This design comes from an exercise in tuning for small area, a short achievable clock period and few clock cycles per item on the open sky130 flow, not from production work.
RTL that was checked went through simulation tests only; none was proved equivalent to the original.
Function not checked in runs 2 to 5, 7 and 8: the RTL went through the layout flow alone.
No run shown here takes its clock network from TritonCTS; it comes from the design's own scripts or RTL.
The clock input has no modelled driver; a real chip could not lean on it and would need a root buffer or a full tree.
Power figures rest on the tool's default switching activity, not on a simulated workload.

===== design.v =====
`timescale 1ns/10ps
module LBP (
	input  clk,
	input  reset,
	output reg [13:0] gray_addr,
	output reg        gray_req,
	input             gray_ready,
	input      [7:0]  gray_data,
	output reg        lbp_valid,
	output reg [13:0] lbp_addr,
	output reg [7:0]  lbp_data,
	output reg        finish
);
	localparam H = 8;            
	wire [6:0] row = gray_addr[13:7];
	wire [6:0] col = gray_addr[6:0];
	reg  [2:0] s;                
	reg        endc;             
	reg        ends;             
	reg        last;             
	wire [6:0] row_step = {{4{endc}}, {2{ends}}, 1'b1};
	reg run;
	always @(posedge clk, posedge reset) begin
		if (reset) begin
			gray_req  <= 1'b0;
			run       <= 1'b0;
			lbp_valid <= 1'b0;
			finish    <= 1'b0;
		end else begin
			gray_req  <= gray_ready & ~finish & ~(gray_req & last);
			run       <= gray_ready & ~finish & ~(run & last);
			lbp_valid <= run & (s >= 3'd2) & (col >= 7'd2);
			if (run & last) finish <= 1'b1;
		end
	end
	always @(posedge clk) begin
		if (run) begin
			{gray_addr[6:0], s} <= {col, s} + 10'd1;
			gray_addr[13:7] <= row + row_step;
		end else begin
			{gray_addr, s} <= 17'd0;
		end
	end
	always @(posedge clk) begin
		endc <= (s == 3'd6);
		ends <= (s == 3'd6) & (col == 7'd127);
		last <= (s == 3'd6) & (col == 7'd127) & (row == 7'd126);
	end
	reg [7:0] d [0:H];
	integer i;
	always @(posedge clk) begin
		d[0] <= gray_data;
		for (i = 1; i <= H; i = i + 1) d[i] <= d[i-1];
	end
	function [1:0] cmp3;
		input [7:0] a, b;
		reg [7:0] g1, p1;
		reg [3:0] g2, p2;
		reg [1:0] g4, p4;
		reg       g8, p8;
		integer k;
		begin
			g1 = a & ~b; p1 = a | ~b;
			for (k = 0; k < 4; k = k + 1) begin
				g2[k] = g1[2*k+1] | (p1[2*k+1] & g1[2*k]);
				p2[k] = p1[2*k+1] & p1[2*k];
			end
			for (k = 0; k < 2; k = k + 1) begin
				g4[k] = g2[2*k+1] | (p2[2*k+1] & g2[2*k]);
				p4[k] = p2[2*k+1] & p2[2*k];
			end
			g8 = g4[1] | (p4[1] & g4[0]);
			p8 = p4[1] & p4[0];
			cmp3 = {g8 | p8, ~g8};
		end
	endfunction
	function [1:0] cmp3f;
		input [7:0] a, b;
		reg [7:0] g1, p1;
		reg [1:0] g4, p4;
		reg       g8, p8;
		integer k;
		begin
			g1 = a & ~b; p1 = a | ~b;
			for (k = 0; k < 2; k = k + 1) begin
				g4[k] = g1[4*k+3] | (p1[4*k+3] & g1[4*k+2]) | (p1[4*k+3] & p1[4*k+2] & g1[4*k+1])
				      | (p1[4*k+3] & p1[4*k+2] & p1[4*k+1] & g1[4*k]);
				p4[k] = &p1[4*k+3 -: 4];
			end
			g8 = g4[1] | (p4[1] & g4[0]);
			p8 = p4[1] & p4[0];
			cmp3f = {g8 | p8, ~g8};
		end
	endfunction
	wire [7:0] c = d[H];
	wire ge_dg, le_dg, ge_hz, le_hz, ge_ad, le_ad, ge_vt, le_vt;
	assign {ge_dg, le_dg} = cmp3f(gray_data, c);
	assign {ge_hz, le_hz} = cmp3(d[0], c);
	assign {ge_ad, le_ad} = cmp3(d[1], c);
	assign {ge_vt, le_vt} = cmp3(d[H-1], c);
	reg [H:0]   q_dg;    
	reg [H-1:0] q_hz;
	reg [H-2:0] q_ad;
	reg         q_vt;
	always @(posedge clk) begin
		q_dg <= {q_dg[H-1:0], le_dg};
		q_hz <= {q_hz[H-2:0], le_hz};
		q_ad <= {q_ad[H-3:0], le_ad};
		q_vt <= le_vt;
	end
	always @(posedge clk) begin
		lbp_addr <= {row - 7'd1, col - 7'd1};
		lbp_data <= {ge_dg, ge_vt, q_ad[H-2], ge_hz, q_hz[H-1], ge_ad, q_vt, q_dg[H]};
	end
endmodule

===== flow/run.sh =====
#!/bin/bash
# The standard layout, with plain buf_1 port buffers and a two-level
# inverter clock tree: after CTS, flow/mytree2.tcl replaces the tree with
# N1 first-level inverters fed from the clock port and N2 second-level
# inverters, each driving one cluster of flip-flops. Timing repair then
# runs after global routing as usual.
set -euo pipefail
HERE=$(pwd)
bash standard.sh finish \
  "BUFFER_PORTS_ARGS=-buffer_cell sky130_fd_sc_hd__buf_1" \
  "SKIP_CTS_REPAIR_TIMING=1" \
  "POST_CTS_TCL=$HERE/flow/mytree2.tcl" \
  "MYTREE_N1=4" "MYTREE_N2=8"  > standard_flow.log 2>&1

===== flow/mytree2.tcl =====
# Replace the clock tree built by CTS with a two-level inverter tree:
# the clock port feeds N1 first-level inverters, each of which feeds
# N2/N1 second-level inverters; each second-level inverter drives one
# cluster of flip-flops. Every flip-flop sees the clock through exactly
# two inverters, so the tree is balanced and keeps the clock's polarity.
set n1 [expr {[info exists ::env(MYTREE_N1)] ? $::env(MYTREE_N1) : 4}]
set n2 [expr {[info exists ::env(MYTREE_N2)] ? $::env(MYTREE_N2) : 8}]
set cell1 [expr {[info exists ::env(MYTREE_CELL1)] ? $::env(MYTREE_CELL1) : "sky130_fd_sc_hd__inv_12"}]
set cell2 [expr {[info exists ::env(MYTREE_CELL2)] ? $::env(MYTREE_CELL2) : "sky130_fd_sc_hd__inv_8"}]
set db [ord::get_db]
set block [ord::get_db_block]
set clk [$block findNet clk]

# sinks: every flip-flop clock pin, found through the existing tree
set sinks {}
set todo [list $clk]
set bufs {}
set dead {}
while {[llength $todo]} {
  set net [lindex $todo 0]; set todo [lrange $todo 1 end]
  foreach it [$net getITerms] {
    if {![$it isInputSignal] && [$it getIoType] ne "INPUT"} { continue }
    set inst [$it getInst]
    set mname [[$inst getMaster] getName]
    if {[string match "sky130_fd_sc_hd__df*" $mname]} {
      lappend sinks $it
    } else {
      # clock buffers and the dummy loads CTS hangs on the tree
      lappend bufs $inst
      foreach o [$inst getITerms] { if {[$o isOutputSignal]} { set n [$o getNet]; if {$n ne "NULL"} { lappend todo $n } } }
    }
  }
}
puts "mytree2: [llength $sinks] sinks, removing [llength $bufs] cells of the old tree"
foreach inst $bufs {
  foreach o [$inst getITerms] {
    if {[$o isOutputSignal]} { set n [$o getNet]; if {$n ne "NULL" && $n ne $clk} { lappend dead $n } }
  }
}
foreach it $sinks { $it disconnect }
foreach inst $bufs { odb::dbInst_destroy $inst }
foreach n [lsort -unique $dead] { odb::dbNet_destroy $n }

# balanced k-means: k clusters of at most ceil(n/k) points each
proc bkmeans {pts k} {
  set n [llength $pts]
  set cap [expr {($n + $k - 1) / $k}]
  set sorted [lsort -integer -index 0 $pts]
  set cents {}
  for {set c 0} {$c < $k} {incr c} {
    lappend cents [lindex $sorted [expr {int(($c + 0.5) * $n / $k)}]]
  }
  set assign {}
  for {set iter 0} {$iter < 40} {incr iter} {
    set pairs {}
    set i 0
    foreach p $pts {
      for {set c 0} {$c < $k} {incr c} {
        set q [lindex $cents $c]
        lappend pairs [list [expr {abs([lindex $p 0]-[lindex $q 0]) + abs([lindex $p 1]-[lindex $q 1])}] $i $c]
      }
      incr i
    }
    set assign [lrepeat $n -1]
    set fill [lrepeat $k 0]
    foreach pr [lsort -integer -index 0 $pairs] {
      lassign $pr d i c
      if {[lindex $assign $i] >= 0 || [lindex $fill $c] >= $cap} { continue }
      lset assign $i $c
      lset fill $c [expr {[lindex $fill $c] + 1}]
    }
    set newc {}
    for {set c 0} {$c < $k} {incr c} {
      set sx 0; set sy 0; set m 0
      foreach p $pts a $assign { if {$a == $c} { incr sx [lindex $p 0]; incr sy [lindex $p 1]; incr m } }
      if {$m} { lappend newc [list [expr {$sx/$m}] [expr {$sy/$m}]] } else { lappend newc [lindex $cents $c] }
    }
    set cents $newc
  }
  return [list $assign $cents]
}

proc add_inv {block master name x y innet} {
  set inst [odb::dbInst_create $block $master $name]
  set net [odb::dbNet_create $block "${name}_net"]
  $net setSigType CLOCK
  $inst setLocation $x $y
  $inst setPlacementStatus PLACED
  [$inst findITerm A] connect $innet
  [$inst findITerm Y] connect $net
  return $net
}

set pts {}
foreach it $sinks {
  set bb [[$it getInst] getBBox]
  lappend pts [list [expr {([$bb xMin]+[$bb xMax])/2}] [expr {([$bb yMin]+[$bb yMax])/2}]]
}
lassign [bkmeans $pts $n2] a2 c2
lassign [bkmeans $c2 $n1] a1 c1

set m1 [$db findMaster $cell1]
set m2 [$db findMaster $cell2]
set l1nets {}
for {set k 0} {$k < $n1} {incr k} {
  set c [lindex $c1 $k]
  lappend l1nets [add_inv $block $m1 "clkinv_l1_$k" [lindex $c 0] [lindex $c 1] $clk]
}
for {set k 0} {$k < $n2} {incr k} {
  set c [lindex $c2 $k]
  set net [add_inv $block $m2 "clkinv_l2_$k" [lindex $c 0] [lindex $c 1] [lindex $l1nets [lindex $a1 $k]]]
  set m 0
  foreach it $sinks a $a2 { if {$a == $k} { $it connect $net; incr m } }
  puts "mytree2: l2 $k under l1 [lindex $a1 $k] at $c drives $m sinks"
}
detailed_placement

===== standard.sh =====
#!/bin/bash
# synth_recipe.tcl (not shown) runs the flow's synth.tcl, then flattens the netlist and writes it again
# the make line also repeats each setting of config.mk as NAME=value (left out here)
make -C /OpenROAD-flow-scripts/flow DESIGN_CONFIG=/design/flow/config.mk WORK_HOME=/design/flow/orfs CLKGATE_MAP_FILE= SYNTH_SCRIPT=/design/flow/synth_recipe.tcl "${@:-finish}"

===== config.mk =====
export PLATFORM = sky130hd
export DESIGN_NAME = LBP
export DESIGN_NICKNAME = LBP
export VERILOG_FILES = /design/flow/design.v
export SDC_FILE = /design/flow/constraint.sdc
export NUM_CORES = 4
export LEC_CHECK = 0
export ABC_AREA = 1
export CAP_MARGIN = 20
export CORE_MARGIN = 2
export CORE_UTILIZATION = 60
export SETUP_SLACK_MARGIN = 2.55
export SLEW_MARGIN = 20

===== constraint.sdc =====
create_clock -name core_clock -period 4.0 [get_ports {clk}]
set_input_delay 0.8000 -clock core_clock [delete_from_list [all_inputs] [get_ports {clk}]]
set_output_delay 0.8000 -clock core_clock [all_outputs]
set_load 0.01 [all_outputs]

==> results of run 1 <==
-- final timing paths --
| check | slack [ps] | end | cells after the start |
|---|---|---|---|
| max in group asynchronous | 3340 | gray_req | 2 |
| min in group asynchronous | 520 | lbp_valid | 2 |
| min reg2reg | 330 | d[3][5] | 0 |
| min | 330 | d[3][5] | 0 |
| max reg2reg | 2600 | gray_addr[11] | 9 |
| max | 2520 | gray_req | 1 |
-- metal layers --
metal / GRT usage (%) / vias up / wire length (um)
li1: - / 1556 / -
met4: 5.29 / 0 / 115
met3: 3.42 / 9 / 270
met2: 33.0 / 57 / 3740
met5: 0 / - / 0
met1: 23.8 / 1338 / 3260
-- state kept, by name, indices dropped and copies added (netlist names), 3 cells and up --
name,count
lbp_data,8
lbp_addr,14
s,3
gray_addr,14
d,72
q_ad,7
q_dg,9
q_hz,8
-- power by group through the flow --
stage | Sequential [uW] | Clock (uW) | Combinational (uW)
detailed placement | 1600 | 0 | 147
global placement | 1600 | 0 | 141
global route | 1580 | 690 | 186
floorplan | 1600 | 0 | 87.9
finish | 1570 | 613 | 161
-- kinds of logic after synthesis --
family | share of synthesized area, %
AO/OA/AOI/OAI | 5.08
AND/OR/NAND/NOR | 17.1
flip-flops | 65.7
adder cells (fa/ha/maj) | 3.88
XOR/XNOR | 2.00
buffers and inverters | 6.24
-- cell usage after synthesis --
cell type	count	area share, %
sky130_fd_sc_hd__inv_1	72	6.2
sky130_fd_sc_hd__xor2_1	7	1.4
sky130_fd_sc_hd__fa_1	1	0.46
sky130_fd_sc_hd__nand2_1	92	7.9
sky130_fd_sc_hd__or2_2	1	0.14
sky130_fd_sc_hd__nand2_4	1	0.26
sky130_fd_sc_hd__a21oi_1	19	2.2
sky130_fd_sc_hd__ha_1	12	3.4
sky130_fd_sc_hd__and3_1	1	0.14
sky130_fd_sc_hd__nand2_2	1	0.14
sky130_fd_sc_hd__nand4_1	2	0.29
sky130_fd_sc_hd__nor3_1	9	1.0
sky130_fd_sc_hd__o21ai_0	20	2.3
sky130_fd_sc_hd__o31ai_1	1	0.17
sky130_fd_sc_hd__dfxtp_1	139	63
sky130_fd_sc_hd__nor3b_2	1	0.29
sky130_fd_sc_hd__nor3b_1	1	0.17
sky130_fd_sc_hd__nand3_1	19	2.2
sky130_fd_sc_hd__xnor2_1	3	0.60
sky130_fd_sc_hd__a211oi_1	1	0.17
sky130_fd_sc_hd__dfrtp_1	4	2.3
sky130_fd_sc_hd__nor2_1	45	3.8
sky130_fd_sc_hd__clkbuf_1	1	0.085
sky130_fd_sc_hd__nor3_4	1	0.37
sky130_fd_sc_hd__and2_1	1	0.14
sky130_fd_sc_hd__nor2_4	1	0.26
sky130_fd_sc_hd__a31oi_1	2	0.29
-- cell type report --
| type | count | area (um^2) |
|---|---|---|
| sequential | 143 | 2940 |
| timing repair buffer | 60 | 309 |
| tap | 99 | 124 |
| fill | 554 | 2070 |
| multi-input combinational | 242 | 1310 |
| inverter | 84 | 425 |
-- stage by stage --
| stage | cell area, um^2 | instances | power (uW) | setup WS [ps] | util (%) |
|---|---|---|---|---|---|
| 6_report | 5100 | 628 | 2340 | 2520 | 71.1 |
| 2_1_floorplan | 4390 | 458 | 1690 | 2550 | - |
| 3_5_place_dp | 4700 | 605 | 1750 | 2360 | 65.4 |
| 3_3_place_gp | 4700 | 605 | 1740 | 2430 | 65.4 |
| 5_1_grt | 5100 | 628 | 2460 | 2500 | 71.1 |
==> flow_summary.json, run 1 <==
{
  "timing.critical_path.required_ps": 3200,
  "max_freq_mhz": 678,
  "synth_area_mm2": 0.00439,
  "p_comb_share_pct": 6.9,
  "routabilityCongestion": 0.794,
  "timing_worst_setup_path_type": "register to primary output",
  "critical_path_buf_inv_count": 1,
  "layout.cells.most_common_list": "sky130_fd_sc_hd__dfxtp_1, sky130_fd_sc_hd__nand2_1, sky130_fd_sc_hd__inv_1",
  "initial_antenna_violation_count": 0,
  "critical_path.startpoint_type": "register",
  "hold_viol": 0,
  "clock_insertion_delay_worst_skew_ps": 110,
  "drt_pass1_iterations": 4,
  "total_net_switching_power_uw": 610,
  "maxSlewViolCount": 0,
  "dp_hpwl_mm": 5.06,
  "critPathMaxStageDelay_ps": 420,
  "fin_setup_tns_ps": 0,
  "ys_seq_elements": 143,
  "portBuffers": 49,
  "finalCriticalPeriod_ps": 1480,
  "cellPowerDensity_mw_per_mm2": 459,
  "timing.critical_path.max_delay_family": "flip-flops",
  "pin_count_of_the_biggest_net_entering_global_routing": 19,
  "crit_path_top_delay_cell": "sky130_fd_sc_hd__dfrtp_1",
  "grt_pass1_vias": 2687,
  "drt-vias-per-instance": 4.71,
  "skew_ps": 8.18,
  "intPower_uw": 1730,
  "num-nets-final": 555,
  "area_growth_pct": 16.3,
  "grt_remaining_overflow": 0,
  "drt_drc_violations_left": 0,
  "die-area_mm2": 0.00801,
  "yosys_warnings": 2,
  "power_frac_seq_pct": 67.0,
  "drtAntennaViolNets": 0,
  "setup_viol_count_final": 0,
  "post_drt_wl_per_cell_um": 11.8,
  "clk_pin_slew_worst_paths_ps": 90,
  "initial_core_util_pct": 61.2,
  "drt_iter0_drc": 79,
  "timing.max_cap.violations": 0,
  "hold_class": "register to register",
  "ir_worst_vdd_mv": 0.264,
  "std_cell_rows": 31,
  "drive_gt1_share_pct": 17.2,
  "total_leakage_power_uw": 0.00245,
  "switching_share_pct": 26.0,
  "layout.cells.most_common": "sky130_fd_sc_hd__dfxtp_1",
  "timing.critical_path.arrival_ps": 680,
  "route.vias.total": 2960,
  "timing.slew.headroom_pct": 73.3,
  "worst_path_cell_chain": "clkbuf_2",
  "syn_avg_cell_area_um2": 9.58,
  "die_height_um": 89.5,
  "pwr-share-clk_pct": 26.1,
  "critical_path.endpoint_type": "primary output",
  "tritoncts_num_sinks": 143,
  "antenna_cells_inserted": 0,
  "netlist_instances": 458,
  "run_status": "finished clean",
  "total_wirelength_of_the_detailed_routed_design_mm": 7.38,
  "die_width_um": 89.5,
  "final.hold.worst_slack_ps": 325,
  "ios": 50,
  "design.core.area_mm2": 0.00718,
  "synth_sequential_area_ratio_pct": 65.7,
  "worst-slew-pin-transition_ps": 400,
  "post_route_clock_period_utilization_pct": 36.9,
  "groute.usage.overall_pct": 18.8,
  "crit_path_max_fanout": 2,
  "crit_start": "gray_req",
  "rsz0062_at_grt": "yes",
  "hold_path.startpoint": "d[2][5]",
  "synth_nets": 482,
  "startpoint_of_the_worst_slack_reg_to_reg_timing_path": "ends",
  "yosysUniqueCellTypes": 27,
  "grt_first_pass_wirelength_mm": 11.7
}
Testbench counts, summed over its fixed seeds: cycles 344,080, images 16.
==> run 2, diff against run 1 <==
--- a/design.v
+++ b/design.v
@@ -21,7 +21,5 @@
 	wire [6:0] row_step = {{4{endc}}, {2{ends}}, 1'b1};
-	reg run;
-	always @(posedge clk, posedge reset) begin
+	always @(posedge clk) begin
 		if (reset) begin
 			gray_req  <= 1'b0;
-			run       <= 1'b0;
 			lbp_valid <= 1'b0;
@@ -30,5 +28,4 @@
 			gray_req  <= gray_ready & ~finish & ~(gray_req & last);
-			run       <= gray_ready & ~finish & ~(run & last);
-			lbp_valid <= run & (s >= 3'd2) & (col >= 7'd2);
-			if (run & last) finish <= 1'b1;
+			lbp_valid <= gray_req & (s >= 3'd2) & (col >= 7'd2);
+			if (gray_req & last) finish <= 1'b1;
 		end
@@ -36,3 +33,3 @@
 	always @(posedge clk) begin
-		if (run) begin
+		if (gray_req) begin
 			{gray_addr[6:0], s} <= {col, s} + 10'd1;
--- a/config.mk
+++ b/config.mk
@@ -7,3 +7,2 @@
 export LEC_CHECK = 0
-export ABC_AREA = 1
 export CAP_MARGIN = 20
@@ -11,3 +10,3 @@
 export CORE_UTILIZATION = 60
-export SETUP_SLACK_MARGIN = 2.55
+export SETUP_SLACK_MARGIN = 2.45
 export SLEW_MARGIN = 20
==> run 2 against run 1 <==
Against the previous run: still clean on timing, DRC and antenna; worst setup slack worse by 200 ps; combinational power is 34% lower; first-iteration DRC count is 15% lower; clock power hardly changed; die area is 4.9% lower; clock skew is 6.9 ps higher; via count is 14% lower; routed wire length is 9.4% lower; global-route usage is 0.14 points lower; highest routed layer unchanged.
==> flow_summary.json, run 2 <==
{
  "registers.top_by_ff_count": "d",
  "layout.cells.most_common_list": "sky130_fd_sc_hd__dfxtp_1, sky130_fd_sc_hd__buf_1, sky130_fd_sc_hd__nor2_1",
  "ys_seq_elements": 142,
  "synthTopCellsByArea": "sky130_fd_sc_hd__dfxtp_1, sky130_fd_sc_hd__ha_1, sky130_fd_sc_hd__nor2_1",
  "final_cell_count_no_fill": 492,
  "drt-vias-per-instance": 5.17,
  "die_width_um": 87.3,
  "route.vias.total": 2545,
  "total_wirelength_of_the_detailed_routed_design_mm": 6.69,
  "number_of_flip_flops_in_the_largest_register": 72,
  "fin_setup_tns_ps": 0,
  "ir_worst_vdd_mv": 0.352,
  "critPathMaxStageDelay_ps": 420,
  "clock_insertion_delay_worst_skew_ps": 120,
  "hold_class": "register to register",
  "die-area_mm2": 0.00762,
  "ios": 50,
  "post-place-cells": 478,
  "worst-slew-pin-transition_ps": 401,
  "design.core.area_mm2": 0.00676,
  "ff2ff_path_depth": 7,
  "synthFlopType": "sky130_fd_sc_hd__dfxtp_1",
  "yosysUniqueCellTypes": 43,
  "crit_path_max_fanout": 3,
  "layout.cells.most_common": "sky130_fd_sc_hd__dfxtp_1",
  "groute.usage.overall_pct": 18.7,
  "filler_cell_count": 555,
  "number_of_flops_mapped_to_enable_cells_by_yosys": 0,
  "crit_path_top_delay_cell": "sky130_fd_sc_hd__a222oi_1",
  "post_drt_wl_per_cell_um": 13.6,
  "dp_hpwl_mm": 4.43,
  "rsz0062_at_grt": "yes",
  "run_status": "finished clean",
  "grt_first_pass_wirelength_mm": 11.0,
  "initial_core_util_pct": 61.6,
  "synth_sequential_area_ratio_pct": 68.3,
  "timing.critical_path.required_ps": 4000,
  "worst_path_cell_chain": "buf_8 -> a222oi_1 -> o21ai_2 -> a31oi_2 -> o21ai_2",
  "skew_ps": 15.1,
  "drt_drc_violations_left": 0,
  "clk_pin_slew_worst_paths_ps": 90,
  "timing_worst_setup_path_type": "input port to register",
  "total_leakage_power_uw": 0.00187,
  "crit_path_frequent_cell": "sky130_fd_sc_hd__o21ai_2",
  "routabilityCongestion": 0.818,
  "timing.critical_path.arrival_ps": 1670,
  "hold_path_stages": 0,
  "finalCriticalPeriod_ps": 1680,
  "hold_viol": 0,
  "portBuffers": 49,
  "ys_top_cells_by_count": "sky130_fd_sc_hd__dfxtp_1, sky130_fd_sc_hd__nor2_1, sky130_fd_sc_hd__inv_1",
  "grt_pass1_vias": 2372,
  "std_cell_rows": 30,
  "initial_antenna_violation_count": 0,
  "yosysTopAreaCell": "sky130_fd_sc_hd__dfxtp_1",
  "cellPowerDensity_mw_per_mm2": 485,
  "syn_avg_cell_area_um2": 11.8,
  "post_route_clock_period_utilization_pct": 41.9,
  "pin_count_of_the_biggest_net_entering_global_routing": 19,
  "critical_path.startpoint_type": "input port",
  "max_freq_mhz": 597,
  "post-synth-top-count-cell": "sky130_fd_sc_hd__dfxtp_1",
  "maxSlewViolCount": 0,
  "drive_gt1_share_pct": 13.1,
  "synth_nets": 376,
  "antenna_cells_inserted": 0,
  "area_growth_pct": 12.1,
  "drt_pass1_iterations": 4,
  "drtAntennaViolNets": 0,
  "tritoncts_num_sinks": 142,
  "yosysTopAreaCellShare_pct": 68.3,
  "synth_area_mm2": 0.00416,
  "timing.max_cap.violations": 0,
  "drt_iter0_drc": 67,
  "netlist_instances": 352,
  "die_height_um": 87.3,
  "critical_path.endpoint_type": "register",
  "yosys_warnings": 2,
  "timing.slew.headroom_pct": 73.3,
  "largestRegisters": "d: 72 flops, gray_addr: 14 flops, lbp_addr: 14 flops",
  "grt_remaining_overflow": 0,
  "num-nets-final": 438,
  "setup_viol_count_final": 0,
  "synthArstFlopShare_pct": 0
}
## run 2: changes by cell type in the layout (fill, tap and decap cells not counted), sizes merged, moves of 6 or more
cell / before / now
a22oi: 0 / 6
clkbuf: 16 / 2
inv: 84 / 37
nand2: 94 / 15
nand2b: 0 / 13
nand3: 19 / 6
nor2: 46 / 27
nor2b: 0 / 8
o21ai: 20 / 13
o221ai: 0 / 9
## run 2: cell type report
class / instances / area [um^2] / area share [%]
Multi-Input combinational cell: 182 / 1240 / 26.5
Tap cell: 80 / 100 / 2.14
Inverter: 37 / 249 / 5.34
Sequential cell: 142 / 2870 / 61.5
Timing Repair Buffer: 51 / 213 / 4.56
## run 2: path summary, 6_finish.rpt
kind                                    from       endpoint  slack (ps)
worst max register to register  gray_addr[7]  gray_addr[13]        2450
worst min register to register       d[6][2]        d[7][2]         310
worst min-delay path                 d[6][2]        d[7][2]         310
worst max-delay path            gray_data[4]    lbp_data[7]        2320
## run 2: kinds of logic (layout without fill, tap and decap cells)
| family | Yosys count | count (layout) | share of synthesized area, % |
|---|---|---|---|
| flip-flops | 142 | 142 | 68.3 |
| AND/OR/NAND/NOR | 91 | 91 | 11.5 |
| AO/OA/AOI/OAI | 57 | 57 | 9.02 |
| buffers and inverters | 28 | 88 | 2.58 |
| XOR/XNOR | 18 | 18 | 3.79 |
| adder cells (fa/ha/maj) | 16 | 16 | 4.87 |
## run 2: layer usage
layer	track usage [%]	wire length [um]
met5	0	0
met4	5.73	102
met3	4.64	266
met2	31.5	3240
met1	23.6	3080
## run 2: worst max-delay path: cells and delay by family
family / cells / cell delay (ps)
buf+inv: 1 / 100
compound gates: 4 / 780
## run 2: report_power, final
group	total [uW]	switching (uW)	internal (uW)
combinational	106	60.5	45.0
clock	612	466	145
sequential	1550	37.9	1510
total	2260	565	1700
## run 2: per-stage QoR
step / power (uW) / hold WS (ps) / worst slack [ps] / util, % / instance area (um^2)
after floorplan: 1630 / 310 / 2430 / - / 4170
after global placement: 1670 / 310 / 2260 / 65.6 / 4440
after detailed placement: 1680 / 312 / 2170 / 65.6 / 4440
after global routing: 2380 / 322 / 2240 / 69.1 / 4670
final: 2260 / 314 / 2320 / 69.1 / 4670
==> run 3, diff against run 2 <==
--- a/config.mk
+++ b/config.mk
@@ -10,3 +10,3 @@
 export CORE_UTILIZATION = 60
-export SETUP_SLACK_MARGIN = 2.45
+export SETUP_SLACK_MARGIN = 2.5
 export SLEW_MARGIN = 20
==> run 3 against run 2 <==
Against the previous run: clock skew down 7.2 ps; register-to-register slack about the same; via count is 0.24% higher; synthesized area unchanged; sequential share of layout area is 1.3 points lower; still clean on timing, DRC and antenna; sequential power is essentially flat; critical path type unchanged; largest cell class unchanged.
==> flow_summary.json, run 3 <==
{
  "run_status": "finished clean",
  "max_freq_mhz": 607,
  "drt_drc_violations_left": 0,
  "initial_core_util_pct": 61.6,
  "crit_path_max_fanout": 4,
  "dp_hpwl_mm": 4.41,
  "grt_remaining_overflow": 0,
  "yosys_warnings": 2,
  "layout.cells.most_common_list": "sky130_fd_sc_hd__dfxtp_1, sky130_fd_sc_hd__buf_1, sky130_fd_sc_hd__nor2_1",
  "finalCriticalPeriod_ps": 1650,
  "timing.max_cap.violations": 0,
  "dp_slack_ps": 2170,
  "die-area_mm2": 0.00762,
  "synthTopCellsByArea": "sky130_fd_sc_hd__dfxtp_1, sky130_fd_sc_hd__ha_1, sky130_fd_sc_hd__nor2_1",
  "routabilityCongestion": 0.801,
  "grt_pass1_vias": 2450,
  "total_leakage_power_uw": 0.00194,
  "synth_nets": 376,
  "registers.top_by_ff_count": "d",
  "antenna_cells_inserted": 0,
  "clock_insertion_delay_worst_skew_ps": 110,
  "synthArstFlopShare_pct": 0,
  "ios": 50,
  "drt-vias-per-instance": 5.14,
  "number_of_flops_mapped_to_enable_cells_by_yosys": 0,
  "groute.usage.overall_pct": 18.4,
  "die_height_um": 87.3,
  "drt_iter0_drc": 68,
  "number_of_flip_flops_in_the_largest_register": 72,
  "post_route_clock_period_utilization_pct": 41.2,
  "yosysTopAreaCellShare_pct": 68.3,
  "timing.critical_path.required_ps": 4000,
  "num-nets-final": 442,
  "synthFlopType": "sky130_fd_sc_hd__dfxtp_1",
  "timing_worst_setup_path_type": "input port to register",
  "fin_setup_tns_ps": 0,
  "die_width_um": 87.3,
  "drive_gt1_share_pct": 18.5,
  "critical_path.endpoint_type": "register",
  "finalWorstSetupSlack_ps": 2350,
  "rsz0062_at_grt": "yes",
  "cellPowerDensity_mw_per_mm2": 471,
  "ys_seq_elements": 142,
  "portBuffers": 49,
  "initial_antenna_violation_count": 0,
  "total_wirelength_of_the_detailed_routed_design_mm": 6.95,
  "ff_latch_area_mm2": 0.00289,
  "synth_sequential_area_ratio_pct": 68.3,
  "timing.critical_path.arrival_ps": 1650,
  "multi_input_area_mm2": 0.00130,
  "largestRegisters": "d: 72 flops, gray_addr: 14 flops, lbp_addr: 14 flops",
  "yosysUniqueCellTypes": 43,
  "skew_ps": 7.98,
  "layout.cells.most_common": "sky130_fd_sc_hd__dfxtp_1",
  "timing.slew.headroom_pct": 75.4,
  "area_growth_pct": 15.4,
  "maxSlewViolCount": 0,
  "ir_worst_vdd_mv": 0.329,
  "yosysTopAreaCell": "sky130_fd_sc_hd__dfxtp_1",
  "critical_path.startpoint_type": "input port",
  "std_cell_rows": 30,
  "tritoncts_num_sinks": 142,
  "synth_area_mm2": 0.00416,
  "grt_first_pass_wirelength_mm": 11.1,
  "setup_viol_count_final": 0,
  "hold_class": "register to register",
  "drtAntennaViolNets": 0,
  "regToRegSetupSlack_ps": 2450,
  "pin_count_of_the_biggest_net_entering_global_routing": 19,
  "clk_pin_slew_worst_paths_ps": 80,
  "post-synth-top-count-cell": "sky130_fd_sc_hd__dfxtp_1",
  "route.vias.total": 2551,
  "netlist_instances": 352,
  "ys_top_cells_by_count": "sky130_fd_sc_hd__dfxtp_1, sky130_fd_sc_hd__nor2_1, sky130_fd_sc_hd__inv_1",
  "drt_pass1_iterations": 4,
  "design.core.area_mm2": 0.00676,
  "syn_avg_cell_area_um2": 11.8,
  "hold_viol": 0,
  "worst-slew-pin-transition_ps": 369,
  "post_drt_wl_per_cell_um": 14.0,
  "filler_cell_count": 481,
  "post-layout-total-power_uw": 2270
}
## run 3: worst paths after layout
kind              cells past startpoint          from       endpoint
setup / recovery                      5  gray_data[4]    lbp_data[7]
setup reg to reg                      7  gray_addr[7]  gray_addr[13]
hold / removal                        0       q_dg[6]        q_dg[7]
hold reg to reg                       0       q_dg[6]        q_dg[7]
## run 3: per-layer routing
layer / track usage, % / routed length (um) / vias to the layer above
li1: - / - / 1319
met1: 23.2 / 3140 / 1167
met2: 31.1 / 3410 / 53
met3: 3.41 / 238 / 12
met4: 7.69 / 173 / 0
met5: 0 / 0 / -
## run 3: through the flow
stage	area, um^2	hold WS (ps)	util, %	cells
floorplan	4170	310	-	352
global placement	4440	310	65.7	478
detailed placement	4440	312	65.7	478
global route	4810	335	71.1	496
finish	4810	328	71.1	496
## run 3: cell type report
type | instances | share of cell area [%]
inverters | 37 | 5.18
multi-input cells | 182 | 27.1
flip-flops and latches | 142 | 60.2
well taps | 80 | 2.08
repair buffers | 55 | 5.44
## run 3: report_power, final
part | total, uW | switching [uW] | internal (uW)
Combinational | 113 | 63.1 | 49.4
Sequential | 1540 | 38.7 | 1500
Clock | 611 | 467 | 144
Total | 2270 | 568 | 1700
## run 3: cell families (layout without fill, tap and decap cells)
| logic type | count (synthesis) | count (layout) | share of synthesized area [%] |
|---|---|---|---|
| buf+inv | 28 | 92 | 2.58 |
| compound gates | 57 | 57 | 9.02 |
| fa+ha+maj | 16 | 16 | 4.87 |
| xor+xnor | 18 | 18 | 3.79 |
| simple gates | 91 | 91 | 11.5 |
| flops | 142 | 142 | 68.3 |
## run 3: worst max-delay path, cell delays in order
cell	delay, ps
sky130_fd_sc_hd__buf_8	100
sky130_fd_sc_hd__a222oi_1	400
sky130_fd_sc_hd__o21ai_2	130
sky130_fd_sc_hd__a31oi_4	160
sky130_fd_sc_hd__o21ai_2	70
==> run 4, diff against run 3 <==
--- a/config.mk
+++ b/config.mk
@@ -7,2 +7,3 @@
 export LEC_CHECK = 0
+export ABC_AREA = 1
 export CAP_MARGIN = 20
==> run 4 against run 3 <==
Against the previous run: still clean on timing, DRC and antenna; final cell count increased by 28%; sequential power about the same; critical path depth decreased by 4; clock skew increased by 6.1 ps; combinational power increased by 9%; hold slack got worse by 9.8 ps; routed wire length increased by 5.0%; fmax increased by 6.9%; synthesized area increased by 6.9%; cell area increased by 4.0%; sequential share of layout area decreased by 2.6 points; critical path type is now register to primary output; largest cell class unchanged.
==> flow_summary.json, run 4 <==
{
  "run_status": "finished clean",
  "synthArstFlopShare_pct": 0,
  "critPathMaxStageDelay_ps": 450,
  "total_leakage_power_uw": 0.00231,
  "netlist_instances": 475,
  "dp_hpwl_mm": 4.79,
  "clk_pin_slew_worst_paths_ps": 90,
  "post-synth-top-count-cell": "sky130_fd_sc_hd__dfxtp_1",
  "critical_path.startpoint_type": "register",
  "timing.critical_path.required_ps": 3200,
  "timing.slew.headroom_pct": 71.2,
  "grt_pass1_vias": 2911,
  "timing.max_cap.violations": 0,
  "ir_worst_vdd_mv": 0.367,
  "yosysTopAreaCellShare_pct": 63.9,
  "drt_drc_violations_left": 0,
  "clock_insertion_delay_worst_skew_ps": 120,
  "area_growth_pct": 12.2,
  "antenna_cells_inserted": 0,
  "finalCriticalPeriod_ps": 1540,
  "worst-slew-pin-transition_ps": 432,
  "yosysUniqueCellTypes": 27,
  "tritoncts_num_sinks": 142,
  "crit_path_top_delay_cell": "sky130_fd_sc_hd__dfxtp_4",
  "synth_adder_area_share_pct": 3.82,
  "fin_setup_tns_ps": 0,
  "drt_pass1_iterations": 4,
  "dpl-instance-area_mm2": 0.00473,
  "synthTopCellsByArea": "sky130_fd_sc_hd__dfxtp_1, sky130_fd_sc_hd__nand2_1, sky130_fd_sc_hd__inv_1",
  "yosys_warnings": 2,
  "synth_xor_area_share_pct": 2.16,
  "finalWorstSetupSlack_ps": 2460,
  "synth_nets": 499,
  "routabilityCongestion": 0.809,
  "ys_seq_elements": 142,
  "setup_viol_count_final": 0,
  "hold_viol": 0,
  "layout.cells.most_common_list": "sky130_fd_sc_hd__dfxtp_1, sky130_fd_sc_hd__nand2_1, sky130_fd_sc_hd__inv_1",
  "dp_slack_ps": 2360,
  "ys_top_cells_by_count": "sky130_fd_sc_hd__dfxtp_1, sky130_fd_sc_hd__nand2_1, sky130_fd_sc_hd__inv_1",
  "drtAntennaViolNets": 0,
  "timing_worst_setup_path_type": "register to primary output",
  "layout.cells.most_common": "sky130_fd_sc_hd__dfxtp_1",
  "timing.critical_path.max_delay_family": "flip-flops",
  "synth_compound_area_share_pct": 4.19,
  "number_of_flip_flops_in_the_largest_register": 72,
  "initial_antenna_violation_count": 0,
  "route.vias.total": 3061,
  "registers.top_by_ff_count": "d",
  "drive_gt1_share_pct": 12.3,
  "initial_core_util_pct": 61.7,
  "die-area_mm2": 0.00812,
  "final_cell_area_mm2": 0.00500,
  "rsz0062_at_grt": "yes",
  "yosysTopAreaCell": "sky130_fd_sc_hd__dfxtp_1",
  "total_wirelength_of_the_detailed_routed_design_mm": 7.30,
  "grt_first_pass_wirelength_mm": 12.3,
  "maxSlewViolCount": 0,
  "final_cell_count_no_fill": 635,
  "synth_area_mm2": 0.00445,
  "post_synth_and_or_nand_nor_area_fraction_pct": 19.6,
  "design.core.area_mm2": 0.00721,
  "ios": 50,
  "synthFlopType": "sky130_fd_sc_hd__dfxtp_1",
  "timing.critical_path.arrival_ps": 740,
  "die_height_um": 90.1,
  "syn_avg_cell_area_um2": 9.37,
  "critical_path.endpoint_type": "primary output",
  "groute.usage.overall_pct": 18.5,
  "drt-vias-per-instance": 4.82,
  "crit_path_max_fanout": 15,
  "grt_remaining_overflow": 0,
  "std_cell_rows": 31,
  "num-nets-final": 562,
  "synthMuxAreaShare_pct": 0,
  "post_drt_wl_per_cell_um": 11.5,
  "post_route_clock_period_utilization_pct": 38.6,
  "pin_count_of_the_biggest_net_entering_global_routing": 19,
  "synth_top_family_by_area": "simple AND/OR/NAND/NOR gates",
  "drt_iter0_drc": 70,
  "critical_path_buf_inv_count": 1,
  "synth_sequential_area_ratio_pct": 63.9,
  "max_freq_mhz": 648,
  "skew_ps": 14.0,
  "number_of_flops_mapped_to_enable_cells_by_yosys": 0,
  "cellPowerDensity_mw_per_mm2": 456,
  "largestRegisters": "d: 72 flops, gray_addr: 14 flops, lbp_addr: 14 flops",
  "portBuffers": 49,
  "worst_path_cell_chain": "buf_1",
  "die_width_um": 90.1,
  "hold_class": "register to register",
  "post-place-cells": 619
}
-- run 4: worst paths after layout --
kind                            cells after the start          from       endpoint  slack, ps
worst max-delay path                                1      gray_req       gray_req       2460
worst min-delay path                                0       d[5][5]        d[6][5]        320
worst max register to register                      8  gray_addr[8]  gray_addr[13]       2640
worst min register to register                      0       d[5][5]        d[6][5]        320
-- run 4: final cells by class --
| class | instances | area [um^2] |
|---|---|---|
| Inverter | 81 | 417 |
| Timing Repair Buffer | 53 | 216 |
| Tap cell | 99 | 124 |
| Fill cell | 560 | 2220 |
| Multi-Input combinational cell | 260 | 1360 |
| Sequential cell | 142 | 2880 |
-- run 4: logic make-up after synthesis --
kind of cell | Yosys count
compound gates | 36
buf+inv | 73
xor+xnor | 11
fa+ha+maj | 13
flops | 142
simple gates | 200
-- run 4: worst register-to-register path, cell delays in order (launching register included) --
cell and delay, ps:
sky130_fd_sc_hd__dfxtp_4 390, sky130_fd_sc_hd__inv_4 40, sky130_fd_sc_hd__fa_2 350, sky130_fd_sc_hd__inv_2 70, sky130_fd_sc_hd__nand2_2 50, sky130_fd_sc_hd__nand2_2 60, sky130_fd_sc_hd__nand3b_1 110, sky130_fd_sc_hd__a21oi_2 150
sky130_fd_sc_hd__nor2_1 40
-- run 4: layer usage --
layer | global-route usage [%] | routed length (um) | vias up
li1 | - | - | 1599
met1 | 20.7 | 3070 | 1364
met2 | 34.3 | 3740 | 77
met3 | 4.27 | 300 | 21
met4 | 6.41 | 191 | 0
met5 | 0 | 0 | -
-- run 4: report_power, final --
part	total, uW	internal, uW	switching, uW	leakage (uW)
clock	607	142	465	0.0000776
sequential	1550	1510	39.4	0.00120
combinational	123	44.8	78.0	0.00103
-- run 4: metrics by stage --
step	power, uW	util [%]	hold slack [ps]
floorplan	1650	-	310
global placement	1690	65.6	310
detailed placement	1700	65.6	312
finish	2280	69.3	318
global route	2380	69.3	327
==> run 5, diff against run 4 <==
--- a/config.mk
+++ b/config.mk
@@ -11,3 +11,3 @@
 export CORE_UTILIZATION = 60
-export SETUP_SLACK_MARGIN = 2.5
+export SETUP_SLACK_MARGIN = 2.55
 export SLEW_MARGIN = 20
==> run 5 against run 4 <==
Against the previous run: still clean; flip-flop and latch count is the same; sequential share of layout area fell by 1.0 points; synthesized area did not move; register-to-register slack lost 30 ps; global-route usage decreased by 0.28 points; worst setup slack improved by 110 ps; utilization grew 1.8 points; critical path type unchanged; critical endpoint is now gray_addr[11]; largest power group unchanged; highest routed layer unchanged.
==> flow_summary.json, run 5 <==
{
  "grt_use_met3_pct": 4.44,
  "critical_path_buf_inv_count": 1,
  "critical_path.endpoint_type": "primary output",
  "drive_gt1_share_pct": 17.0,
  "synthTopCellsByArea": "sky130_fd_sc_hd__dfxtp_1, sky130_fd_sc_hd__nand2_1, sky130_fd_sc_hd__inv_1",
  "die_width_um": 90.1,
  "drtAntennaViolNets": 0,
  "critical_path.startpoint_type": "register",
  "synthFlopType": "sky130_fd_sc_hd__dfxtp_1",
  "hold_viol": 0,
  "num-nets-final": 567,
  "post_drt_wl_per_cell_um": 11.5,
  "total_wirelength_of_the_detailed_routed_design_mm": 7.34,
  "finalCriticalPeriod_ps": 1430,
  "yosysTopAreaCellShare_pct": 63.9,
  "maxSlewViolCount": 0,
  "die_height_um": 90.1,
  "ys_top_cells_by_count": "sky130_fd_sc_hd__dfxtp_1, sky130_fd_sc_hd__nand2_1, sky130_fd_sc_hd__inv_1",
  "routabilityCongestion": 0.812,
  "route.vias.total": 3047,
  "global_route.usage.met1_pct": 21.4,
  "portBuffers": 49,
  "pin_count_of_the_biggest_net_entering_global_routing": 19,
  "post-synth-top-count-cell": "sky130_fd_sc_hd__dfxtp_1",
  "design.core.area_mm2": 0.00721,
  "total_leakage_power_uw": 0.00239,
  "number_of_flops_mapped_to_enable_cells_by_yosys": 0,
  "area_growth_pct": 15.1,
  "run_status": "finished clean",
  "grt-busiest-layer": "met2",
  "multi_input_area_mm2": 0.00140,
  "clock_insertion_delay_worst_skew_ps": 110,
  "synth_area_mm2": 0.00445,
  "timing.critical_path.max_delay_family": "flip-flops",
  "dp_hpwl_mm": 4.88,
  "post_route_clock_period_utilization_pct": 35.8,
  "hold_class": "register to register",
  "worst-slew-pin-transition_ps": 432,
  "crit_path_max_fanout": 5,
  "tritoncts_num_sinks": 142,
  "grt_pass1_vias": 2878,
  "initial_core_util_pct": 61.7,
  "final_cell_area_mm2": 0.00512,
  "rsz0062_at_grt": "yes",
  "filler_cell_count": 547,
  "grt_first_pass_wirelength_mm": 12.2,
  "yosysTopAreaCell": "sky130_fd_sc_hd__dfxtp_1",
  "setup_viol_count_final": 0,
  "critPathMaxStageDelay_ps": 390,
  "cellPowerDensity_mw_per_mm2": 445,
  "timing.max_cap.violations": 0,
  "skew_ps": 11.3,
  "groute.usage.overall_pct": 18.2,
  "crit_path_top_delay_cell": "sky130_fd_sc_hd__dfxtp_4",
  "synthArstFlopShare_pct": 0,
  "dpl-instance-area_mm2": 0.00474,
  "fin_setup_tns_ps": 0,
  "drt_pass1_iterations": 5,
  "timing.slew.headroom_pct": 71.2,
  "registers.top_by_ff_count": "d",
  "ios": 50,
  "grt_remaining_overflow": 0,
  "timing.critical_path.required_ps": 3200,
  "timing_worst_setup_path_type": "register to primary output",
  "drt_iter0_drc": 85,
  "ir_worst_vdd_mv": 0.340,
  "die-area_mm2": 0.00812,
  "yosys_warnings": 2,
  "ff_latch_area_mm2": 0.00290,
  "largestRegisters": "d: 72 flops, gray_addr: 14 flops, lbp_addr: 14 flops",
  "std_cell_rows": 31,
  "clk_pin_slew_worst_paths_ps": 90,
  "number_of_flip_flops_in_the_largest_register": 72,
  "drt-vias-per-instance": 4.76,
  "ys_seq_elements": 142,
  "syn_avg_cell_area_um2": 9.37,
  "layout.cells.most_common_list": "sky130_fd_sc_hd__dfxtp_1, sky130_fd_sc_hd__nand2_1, sky130_fd_sc_hd__inv_1",
  "layout.cells.most_common": "sky130_fd_sc_hd__dfxtp_1",
  "initial_antenna_violation_count": 0,
  "worst_path_cell_chain": "clkbuf_2",
  "synth_sequential_area_ratio_pct": 63.9,
  "drt_drc_violations_left": 0,
  "synth_nets": 499,
  "antenna_cells_inserted": 0,
  "global_route.usage.met2_pct": 31.9,
  "yosysUniqueCellTypes": 27,
  "timing.critical_path.arrival_ps": 630,
  "max_freq_mhz": 699,
  "netlist_instances": 475
}
==> run 5: cell types whose count changed in the layout (fill, tap and decap cells not counted), moves of 2 or more <==
| cell | change |
|---|---|
| sky130_fd_sc_hd__buf_4 | +5 |
| sky130_fd_sc_hd__buf_6 | +2 |
| sky130_fd_sc_hd__nand2_2 | +3 |
| sky130_fd_sc_hd__dfxtp_2 | -7 |
| sky130_fd_sc_hd__clkbuf_2 | +12 |
| sky130_fd_sc_hd__nand2_1 | -3 |
| sky130_fd_sc_hd__dfxtp_4 | +8 |
| sky130_fd_sc_hd__buf_1 | -14 |
==> run 5: worst paths after layout <==
kind | slack (ps) | depth (start not counted) | to | from
max | 2570 | 1 | gray_addr[11] | gray_addr[11]
min | 320 | 0 | q_hz[2] | q_hz[1]
max reg2reg | 2610 | 8 | gray_addr[13] | gray_addr[8]
min reg2reg | 320 | 0 | q_hz[2] | q_hz[1]
==> run 5: kinds of logic (layout without fill, tap and decap cells) <==
logic type	count (synthesis)	in the layout	synth area share, %
compound gates	36	36	4.19
xor+xnor	11	11	2.16
fa+ha+maj	13	13	3.82
flops	142	142	63.9
buf+inv	73	139	6.38
simple gates	200	200	19.6
==> run 5: per-stage QoR <==
stage / hold WS (ps) / setup slack [ps] / util [%] / power, uW / instances
3_3_place_gp: 310 / 2370 / 65.6 / 1690 / 619
3_5_place_dp: 312 / 2370 / 65.6 / 1700 / 619
2_1_floorplan: 310 / 2560 / - / 1650 / 475
5_1_grt: 332 / 2510 / 71.0 / 2390 / 640
6_report: 324 / 2570 / 71.0 / 2280 / 640
==> run 5: final cells by class <==
type / count / share of cell area, %
repair buffers: 58 / 5.54
multi-input cells: 260 / 27.3
inverters: 81 / 8.13
well taps: 99 / 2.42
flip-flops and latches: 142 / 56.6
==> run 5: power by group <==
part | switching [uW] | total, uW | internal [uW]
combinational | 80.6 | 128 | 47.4
clock | 467 | 612 | 145
sequential | 38.5 | 1540 | 1500
==> run 5: metal layers <==
metal  vias up  part of all wire (%)
met2        74                    49
met4         0                   2.6
li1       1605                     -
met3        15                   4.1
met5         -                     0
met1      1353                    44
==> run 6, diff against run 5 <==
--- a/design.v
+++ b/design.v
@@ -21,2 +21,3 @@
 	wire [6:0] row_step = {{4{endc}}, {2{ends}}, 1'b1};
+	reg run;
 	always @(posedge clk) begin
@@ -24,2 +25,3 @@
 			gray_req  <= 1'b0;
+			run       <= 1'b0;
 			lbp_valid <= 1'b0;
@@ -28,4 +30,5 @@
 			gray_req  <= gray_ready & ~finish & ~(gray_req & last);
-			lbp_valid <= gray_req & (s >= 3'd2) & (col >= 7'd2);
-			if (gray_req & last) finish <= 1'b1;
+			run       <= gray_ready & ~finish & ~(run & last);
+			lbp_valid <= run & (s >= 3'd2) & (col >= 7'd2);
+			if (run & last) finish <= 1'b1;
 		end
@@ -33,3 +36,3 @@
 	always @(posedge clk) begin
-		if (gray_req) begin
+		if (run) begin
 			{gray_addr[6:0], s} <= {col, s} + 10'd1;
--- a/flow/run.sh
+++ b/flow/run.sh
@@ -12,2 +12,2 @@
   "POST_CTS_TCL=$HERE/flow/mytree2.tcl" \
-  "MYTREE_N1=4" "MYTREE_N2=8"  > standard_flow.log 2>&1
+  "MYTREE_N1=4" "MYTREE_N2=8" MYTREE_CELL1=sky130_fd_sc_hd__inv_16 MYTREE_CELL2=sky130_fd_sc_hd__inv_12 > standard_flow.log 2>&1
==> run 6 against run 5 <==
Against the previous run: synthesized area increased by 0.67%; cell area is 0.61% higher; worst setup slack about the same; critical path depth unchanged; highest routed layer unchanged; combinational power about the same; sequential power about the same; hold slack worse by 1.2 ps; clock skew down 2.3 ps; register-to-register slack gained 20 ps; die area is 0.64% higher.
==> flow_summary.json, run 6 <==
{
  "max_freq_mhz": 699,
  "critical_path_buf_inv_count": 1,
  "portBuffers": 49,
  "yosysUniqueCellTypes": 29,
  "initial_antenna_violation_count": 0,
  "worst-path-stages": 1,
  "ir_worst_vdd_mv": 0.341,
  "drive_gt1_share_pct": 16.3,
  "post-place-cells": 621,
  "finalCriticalPeriod_ps": 1430,
  "drtAntennaViolNets": 0,
  "std_cell_rows": 31,
  "final_cell_count_no_fill": 639,
  "cellPowerDensity_mw_per_mm2": 467,
  "worst_path_cell_chain": "clkbuf_2",
  "netlist_instances": 477,
  "routabilityCongestion": 0.835,
  "timing.slew.headroom_pct": 65.3,
  "die_width_um": 90.4,
  "yosysTopAreaCellShare_pct": 63.9,
  "drt_iter0_drc": 90,
  "number_of_flops_mapped_to_enable_cells_by_yosys": 0,
  "layout.cells.most_common": "sky130_fd_sc_hd__dfxtp_1",
  "clk_pin_slew_worst_paths_ps": 70,
  "synth_nets": 501,
  "pin_count_of_the_biggest_net_entering_global_routing": 19,
  "total_leakage_power_uw": 0.00242,
  "crit_path_top_delay_cell": "sky130_fd_sc_hd__dfxtp_4",
  "drt-vias-per-instance": 4.76,
  "num-nets-final": 566,
  "antenna_cells_inserted": 0,
  "timing.critical_path.max_delay_family": "flip-flops",
  "post_route_clock_period_utilization_pct": 35.8,
  "total_wirelength_of_the_detailed_routed_design_mm": 7.14,
  "area_growth_pct": 15.0,
  "grt_remaining_overflow": 0,
  "synthTopCellsByArea": "sky130_fd_sc_hd__dfxtp_1, sky130_fd_sc_hd__nand2_1, sky130_fd_sc_hd__inv_1",
  "die_height_um": 90.4,
  "drt_drc_violations_left": 0,
  "clock_insertion_delay_worst_skew_ps": 110,
  "syn_avg_cell_area_um2": 9.40,
  "layout.cells.most_common_list": "sky130_fd_sc_hd__dfxtp_1, sky130_fd_sc_hd__nand2_1, sky130_fd_sc_hd__inv_1",
  "ys_top_cells_by_count": "sky130_fd_sc_hd__dfxtp_1, sky130_fd_sc_hd__nand2_1, sky130_fd_sc_hd__inv_1",
  "maxSlewViolCount": 0,
  "post_drt_wl_per_cell_um": 11.2,
  "synth_area_mm2": 0.00448,
  "timing.max_cap.violations": 0,
  "critical_path.endpoint_type": "primary output",
  "timing.critical_path.required_ps": 3200,
  "number_of_flip_flops_in_the_largest_register": 72,
  "critPathMaxStageDelay_ps": 390,
  "crit_path_max_fanout": 7,
  "worst-slew-pin-transition_ps": 520,
  "timing.critical_path.arrival_ps": 630,
  "die-area_mm2": 0.00818,
  "rsz0062_at_grt": "yes",
  "synth_sequential_area_ratio_pct": 63.9,
  "run_status": "finished clean",
  "critical_path.startpoint_type": "register",
  "ys_seq_elements": 143,
  "initial_core_util_pct": 61.8,
  "drt_pass1_iterations": 4,
  "synthArstFlopShare_pct": 0,
  "grt_first_pass_wirelength_mm": 11.8,
  "groute.usage.overall_pct": 17.5,
  "ios": 50,
  "design.core.area_mm2": 0.00725,
  "skew_ps": 9.02,
  "final.hold.worst_slack_ps": 323,
  "post-synth-top-count-cell": "sky130_fd_sc_hd__dfxtp_1",
  "registers.top_by_ff_count": "d",
  "hold_viol": 0,
  "fin_setup_tns_ps": 0,
  "synthFlopType": "sky130_fd_sc_hd__dfxtp_1",
  "yosysTopAreaCell": "sky130_fd_sc_hd__dfxtp_1",
  "yosys_warnings": 2,
  "ff2ff_path_depth": 8,
  "route.vias.total": 3043,
  "timing_worst_setup_path_type": "register to primary output",
  "hold_class": "register to register",
  "largestRegisters": "d: 72 flops, gray_addr: 14 flops, lbp_addr: 14 flops",
  "tritoncts_num_sinks": 143,
  "dp_hpwl_mm": 4.82,
  "hold_path_stages": 0,
  "grt_pass1_vias": 2735,
  "setup_viol_count_final": 0
}
-- run 6: where the power goes --
part	internal (uW)	switching, uW	leakage [uW]
clock	195	528	0.0000975
sequential	1520	39.0	0.00121
combinational	47.2	80.8	0.00111
total	1760	648	0.00242
-- run 6: per-stage QoR --
stage / power, uW / utilization [%] / setup WS [ps] / cell area [um^2]
floorplan: 1660 / - / 2560 / 4480
global placement: 1700 / 65.7 / 2480 / 4770
detailed placement: 1710 / 65.7 / 2400 / 4770
global route: 2510 / 71.1 / 2480 / 5160
finish: 2410 / 71.1 / 2570 / 5160
-- run 6: logic make-up (layout without fill, tap and decap cells) --
| kind of cell | after synthesis | in the layout | share of synthesized area [%] |
|---|---|---|---|
| simple gates | 200 | 200 | 19.5 |
| flops | 143 | 143 | 63.9 |
| buf+inv | 73 | 136 | 6.34 |
| compound gates | 37 | 37 | 4.33 |
| fa+ha+maj | 13 | 13 | 3.80 |
| xor+xnor | 11 | 11 | 2.15 |
-- run 6: area by class of cell --
| cell class | instances | area (um^2) |
|---|---|---|
| tap | 99 | 124 |
| fill | 565 | 2100 |
| inverter | 81 | 472 |
| timing repair buffer | 55 | 250 |
| sequential | 143 | 2910 |
| multi-input combinational | 261 | 1400 |
-- run 6: routing by layer --
metal	track usage (%)	part of all wire [%]	routed length (um)
met4	5.38	1.5	107
met3	4.09	4.7	338
met1	22.0	45	3240
met5	0	0	0
met2	30.1	48	3460
-- run 6: final timing paths --
kind	slack (ps)	from	to
worst max-delay path	2570	gray_addr[5]	gray_addr[5]
worst min-delay path	320	d[5][5]	d[6][5]
worst max register to register	2630	gray_addr[7]	gray_addr[13]
worst min register to register	320	d[5][5]	d[6][5]
Testbench counts of run 6, summed over its fixed seeds: cycles 344,080, images 16.
==> run 7, diff against run 6 <==
--- a/design.v
+++ b/design.v
@@ -97,5 +97,5 @@
 	assign {ge_dg, le_dg} = cmp3f(gray_data, c);
-	assign {ge_hz, le_hz} = cmp3(d[0], c);
-	assign {ge_ad, le_ad} = cmp3(d[1], c);
-	assign {ge_vt, le_vt} = cmp3(d[H-1], c);
+	assign {ge_hz, le_hz} = cmp3f(d[0], c);
+	assign {ge_ad, le_ad} = cmp3f(d[1], c);
+	assign {ge_vt, le_vt} = cmp3f(d[H-1], c);
 	reg [H:0]   q_dg;    
--- a/flow/run.sh
+++ b/flow/run.sh
@@ -12,2 +12,2 @@
   "POST_CTS_TCL=$HERE/flow/mytree2.tcl" \
-  "MYTREE_N1=4" "MYTREE_N2=8" MYTREE_CELL1=sky130_fd_sc_hd__inv_16 MYTREE_CELL2=sky130_fd_sc_hd__inv_12 > standard_flow.log 2>&1
+  "MYTREE_N1=4" "MYTREE_N2=8"  > standard_flow.log 2>&1
--- a/config.mk
+++ b/config.mk
@@ -11,3 +11,3 @@
 export CORE_UTILIZATION = 60
-export SETUP_SLACK_MARGIN = 2.55
+export SETUP_SLACK_MARGIN = 2.5
 export SLEW_MARGIN = 20
==> run 7 against run 6 <==
Against the previous run: final cell count decreased by 1.4%; die area fell by 0.90%; largest power group unchanged; routed wire length decreased by 3.5%; clock skew rose by 1.2 ps; sequential power about the same; hold slack gained 6.2 ps; register-to-register slack worse by 50 ps; critical path depth unchanged; combinational power down 5%; worst setup slack lost 58 ps.
==> flow_summary.json, run 7 <==
{
  "die_height_um": 90.0,
  "die_width_um": 90.0,
  "area_growth_pct": 11.4,
  "cellPowerDensity_mw_per_mm2": 461,
  "post-layout-total-power_uw": 2280,
  "drtAntennaViolNets": 0,
  "route.vias.total": 2938,
  "multi_input_area_mm2": 0.00133,
  "timing.critical_path.arrival_ps": 690,
  "post_synth_and_or_nand_nor_area_fraction_pct": 19.9,
  "drt-vias-per-instance": 4.66,
  "hold_class": "register to register",
  "post_route_clock_period_utilization_pct": 37.2,
  "timing.critical_path.required_ps": 3200,
  "antenna_cells_inserted": 0,
  "synthArstFlopShare_pct": 0,
  "std_cell_rows": 31,
  "ir_worst_vdd_mv": 0.218,
  "dp_slack_ps": 2430,
  "tritoncts_num_sinks": 143,
  "design.core.area_mm2": 0.00721,
  "routabilityCongestion": 0.819,
  "p_comb_share_pct": 5.3,
  "synth_area_mm2": 0.00444,
  "clock_insertion_delay_worst_skew_ps": 110,
  "registers.top_by_ff_count": "d",
  "maxSlewViolCount": 0,
  "synthMuxAreaShare_pct": 0,
  "grt_remaining_overflow": 0,
  "crit_path_max_fanout": 4,
  "skew_ps": 10.2,
  "ios": 50,
  "grt_pass1_vias": 2860,
  "timing.max_cap.violations": 0,
  "switching_share_pct": 25.1,
  "crit_path_top_delay_cell": "sky130_fd_sc_hd__dfxtp_1",
  "synth_sequential_area_ratio_pct": 64.5,
  "timing.slew.headroom_pct": 66.8,
  "power_frac_seq_pct": 68.2,
  "final.hold.worst_slack_ps": 329,
  "synth_compound_area_share_pct": 3.49,
  "total_leakage_power_uw": 0.00229,
  "largestRegisters": "d: 72 flops, gray_addr: 14 flops, lbp_addr: 14 flops",
  "critical_path.endpoint_type": "primary output",
  "critPathMaxStageDelay_ps": 410,
  "timing.critical_path.max_delay_family": "flip-flops",
  "groute.usage.overall_pct": 17.8,
  "layout.cells.most_common": "sky130_fd_sc_hd__dfxtp_1",
  "yosysUniqueCellTypes": 26,
  "num-nets-final": 557,
  "yosysTopAreaCell": "sky130_fd_sc_hd__dfxtp_1",
  "setup_viol_count_final": 0,
  "synth_adder_area_share_pct": 3.83,
  "hold_viol": 0,
  "synth_nets": 498,
  "run_status": "finished clean",
  "filler_cell_count": 573,
  "ys_seq_elements": 143,
  "worst_path_cell_chain": "buf_1",
  "layout.cells.most_common_list": "sky130_fd_sc_hd__dfxtp_1, sky130_fd_sc_hd__nand2_1, sky130_fd_sc_hd__inv_1",
  "yosysTopAreaCellShare_pct": 64.5,
  "post-synth-top-count-cell": "sky130_fd_sc_hd__dfxtp_1",
  "initial_antenna_violation_count": 0,
  "synth_xor_area_share_pct": 2.17,
  "netlist_instances": 474,
  "initial_core_util_pct": 61.5,
  "number_of_flops_mapped_to_enable_cells_by_yosys": 0,
  "worst-slew-pin-transition_ps": 497,
  "portBuffers": 49,
  "critical_path.startpoint_type": "register",
  "timing_worst_setup_path_type": "register to primary output",
  "synthFlopType": "sky130_fd_sc_hd__dfxtp_1",
  "finalWorstSetupSlack_ps": 2510,
  "intPower_uw": 1710,
  "number_of_flip_flops_in_the_largest_register": 72,
  "clk_pin_slew_worst_paths_ps": 90,
  "post_drt_wl_per_cell_um": 10.9,
  "die-area_mm2": 0.00810,
  "drt_drc_violations_left": 0,
  "yosys_warnings": 2,
  "drive_gt1_share_pct": 9.60,
  "critical_path_buf_inv_count": 1,
  "drt_iter0_drc": 61,
  "fin_setup_tns_ps": 0,
  "finalCriticalPeriod_ps": 1490,
  "dp_hpwl_mm": 4.80,
  "total_net_switching_power_uw": 573,
  "pwr-share-clk_pct": 26.5,
  "synth_top_family_by_area": "simple AND/OR/NAND/NOR gates",
  "total_wirelength_of_the_detailed_routed_design_mm": 6.89,
  "ys_top_cells_by_count": "sky130_fd_sc_hd__dfxtp_1, sky130_fd_sc_hd__nand2_1, sky130_fd_sc_hd__inv_1",
  "max_freq_mhz": 671,
  "pin_count_of_the_biggest_net_entering_global_routing": 19,
  "grt_first_pass_wirelength_mm": 11.9,
  "ff_latch_area_mm2": 0.00290,
  "rsz0062_at_grt": "yes",
  "syn_avg_cell_area_um2": 9.37,
  "synthTopCellsByArea": "sky130_fd_sc_hd__dfxtp_1, sky130_fd_sc_hd__nand2_1, sky130_fd_sc_hd__inv_1",
  "drt_pass1_iterations": 4
}
-- run 7: area by class of cell --
type	instances	area share (%)
flip-flops and latches	143	58.6
inverters	78	8.15
well taps	99	2.50
multi-input cells	261	27.0
repair buffers	49	3.82
-- run 7: path summary, 6_finish.rpt --
kind | from | to | slack [ps] | depth (start not counted)
setup reg to reg | run | lbp_valid | 2580 | 3
setup / recovery | gray_addr[13] | gray_addr[13] | 2510 | 1
hold reg to reg | q_dg[3] | q_dg[4] | 330 | 0
hold / removal | q_dg[3] | q_dg[4] | 330 | 0
-- run 7: power by group through the flow --
stage	sequential, uW	combinational, uW	clock (uW)
global route	1560	139	680
detailed placement	1590	119	0
global placement	1590	115	0
floorplan	1580	76.8	0
finish	1560	121	604
-- run 7: kinds of logic (layout without fill, tap and decap cells) --
group                      count (synthesis)  after routing
buffers and inverters                     70            127
AOI/OAI and AO/OA                         30             30
adders and majority gates                 13             13
xor gates and xnor gates                  11             11
DFF                                      143            143
and+or+nand+nor                          207            207
-- run 7: layer usage --
metal	part of all wire (%)	vias up	track usage, %
met3	4.0	6	4.69
met5	0	-	0
met1	45	1319	20.7
met4	1.0	0	4.74
met2	50	48	32.4
li1	-	1565	-
-- run 7: metrics by stage --
step	instance area, um^2	utilization (%)	instances
6_report	4950	68.6	630
5_1_grt	4950	68.6	630
3_5_place_dp	4720	65.5	618
3_3_place_gp	4720	65.5	618
2_1_floorplan	4440	-	474
==> run 8, diff against run 7 <==
--- a/config.mk
+++ b/config.mk
@@ -11,3 +11,3 @@
 export CORE_UTILIZATION = 60
-export SETUP_SLACK_MARGIN = 2.5
+export SETUP_SLACK_MARGIN = 2.55
 export SLEW_MARGIN = 20
==> run 8 against run 7 <==
Against the previous run: register-to-register slack improved by 50 ps; critical path type unchanged; flip-flop and latch count did not move; hold slack got worse by 2.0 ps; clock power barely moved; synthesized area did not move; cell area rose by 4.9%; sequential share of layout area fell by 2.4 points; routed wire length rose by 8.9%; combinational power rose by 11%; largest power group unchanged; still clean; highest routed layer unchanged.
==> flow_summary.json, run 8 <==
{
  "setup_viol_count_final": 0,
  "hold_viol": 0,
  "initial_antenna_violation_count": 0,
  "critical_path_buf_inv_count": 1,
  "synth_area_mm2": 0.00444,
  "die-area_mm2": 0.00810,
  "portBuffers": 49,
  "finalCriticalPeriod_ps": 1420,
  "synth_sequential_area_ratio_pct": 64.5,
  "worst_path_cell_chain": "clkbuf_2",
  "largestRegisters": "d: 72 flops, gray_addr: 14 flops, lbp_addr: 14 flops",
  "ys_seq_elements": 143,
  "worst-slew-pin-transition_ps": 345,
  "antenna_cells_inserted": 0,
  "hold_class": "register to register",
  "total_leakage_power_uw": 0.00245,
  "syn_avg_cell_area_um2": 9.37,
  "p_comb_share_pct": 5.9,
  "total_net_switching_power_uw": 583,
  "intPower_uw": 1710,
  "critPathMaxStageDelay_ps": 380,
  "post-place-cells": 618,
  "pwr-share-clk_pct": 26.4,
  "drt-vias-per-instance": 4.73,
  "run_status": "finished clean",
  "fin_setup_tns_ps": 0,
  "num-nets-final": 573,
  "design.core.area_mm2": 0.00721,
  "groute.usage.overall_pct": 18.5,
  "maxSlewViolCount": 0,
  "crit_path_top_delay_cell": "sky130_fd_sc_hd__dfxtp_4",
  "std_cell_rows": 31,
  "ios": 50,
  "post_route_clock_period_utilization_pct": 35.6,
  "clk_pin_slew_worst_paths_ps": 90,
  "cellPowerDensity_mw_per_mm2": 442,
  "crit_path_max_fanout": 5,
  "total_wirelength_of_the_detailed_routed_design_mm": 7.51,
  "post-layout-total-power_uw": 2290,
  "number_of_flip_flops_in_the_largest_register": 72,
  "synthTopCellsByArea": "sky130_fd_sc_hd__dfxtp_1, sky130_fd_sc_hd__nand2_1, sky130_fd_sc_hd__inv_1",
  "number_of_flops_mapped_to_enable_cells_by_yosys": 0,
  "skew_ps": 13.4,
  "layout.cells.most_common_list": "sky130_fd_sc_hd__dfxtp_1, sky130_fd_sc_hd__nand2_1, sky130_fd_sc_hd__inv_1",
  "synth_nets": 498,
  "drive_gt1_share_pct": 19.7,
  "initial_core_util_pct": 61.5,
  "dp_hpwl_mm": 4.92,
  "timing.max_cap.violations": 0,
  "post_drt_wl_per_cell_um": 11.6,
  "layout.cells.most_common": "sky130_fd_sc_hd__dfxtp_1",
  "drt_drc_violations_left": 0,
  "rsz0062_at_grt": "yes",
  "die_width_um": 90.0,
  "timing_worst_setup_path_type": "register to primary output",
  "netlist_instances": 474,
  "synthFlopType": "sky130_fd_sc_hd__dfxtp_1",
  "ys_top_cells_by_count": "sky130_fd_sc_hd__dfxtp_1, sky130_fd_sc_hd__nand2_1, sky130_fd_sc_hd__inv_1",
  "yosysTopAreaCell": "sky130_fd_sc_hd__dfxtp_1",
  "registers.top_by_ff_count": "d",
  "critical_path.startpoint_type": "register",
  "critical_path.endpoint_type": "primary output",
  "yosysTopAreaCellShare_pct": 64.5,
  "tritoncts_num_sinks": 143,
  "timing.critical_path.arrival_ps": 620,
  "timing.critical_path.required_ps": 3200,
  "routabilityCongestion": 0.814,
  "synthArstFlopShare_pct": 0,
  "area_growth_pct": 16.9,
  "final.hold.worst_slack_ps": 327,
  "switching_share_pct": 25.4
}
-- run 8: area by class of cell --
| cell class | count | share of cell area, % |
|---|---|---|
| repair buffers | 65 | 6.53 |
| inverters | 78 | 7.76 |
| multi-input cells | 261 | 27.1 |
| well taps | 99 | 2.39 |
| flip-flops and latches | 143 | 56.2 |
-- run 8: final timing paths --
kind	from	endpoint	slack [ps]	depth (start not counted)
min	q_ad[4]	q_ad[5]	330	0
max	gray_addr[4]	gray_addr[4]	2580	1
max reg2reg	ends	gray_addr[13]	2630	8
min reg2reg	q_ad[4]	q_ad[5]	330	0
-- run 8: stage by stage --
stage | util, % | cell area (um^2) | worst slack, ps
2_1_floorplan | - | 4440 | 2600
3_3_place_gp | 65.5 | 4730 | 2470
6_report | 71.9 | 5190 | 2580
3_5_place_dp | 65.5 | 4730 | 2400
5_1_grt | 71.9 | 5190 | 2550
-- run 8: cells by family after synthesis --
| logic type | count (synthesis) | synth area share, % |
|---|---|---|
| buffers and inverters | 70 | 6.12 |
| xor gates and xnor gates | 11 | 2.17 |
| adders and majority gates | 13 | 3.83 |
| AOI/OAI and AO/OA | 30 | 3.50 |
| DFF | 143 | 64.5 |
| and+or+nand+nor | 207 | 19.9 |
-- run 8: layer usage --
layer | track usage, % | wire length, um
met2 | 33.8 | 3820
met3 | 4.86 | 308
met5 | 0 | 0
met1 | 21.5 | 3300
met4 | 4.74 | 75
-- run 8: power by group through the flow --
stage	registers, uW	clock network [uW]	logic (uW)
detailed placement	1590	0	119
floorplan	1580	0	76.8
finish	1550	604	134
global route	1560	683	153
global placement	1590	0	115

Check on run 8: ideal ports give 2.576 ns setup slack; a clkbuf_16 on the clock port and buf_2 on the inputs give 2.429 ns; moving port delays by the midpoint clock arrival (0.254 ns) as well gives 2.460 ns.
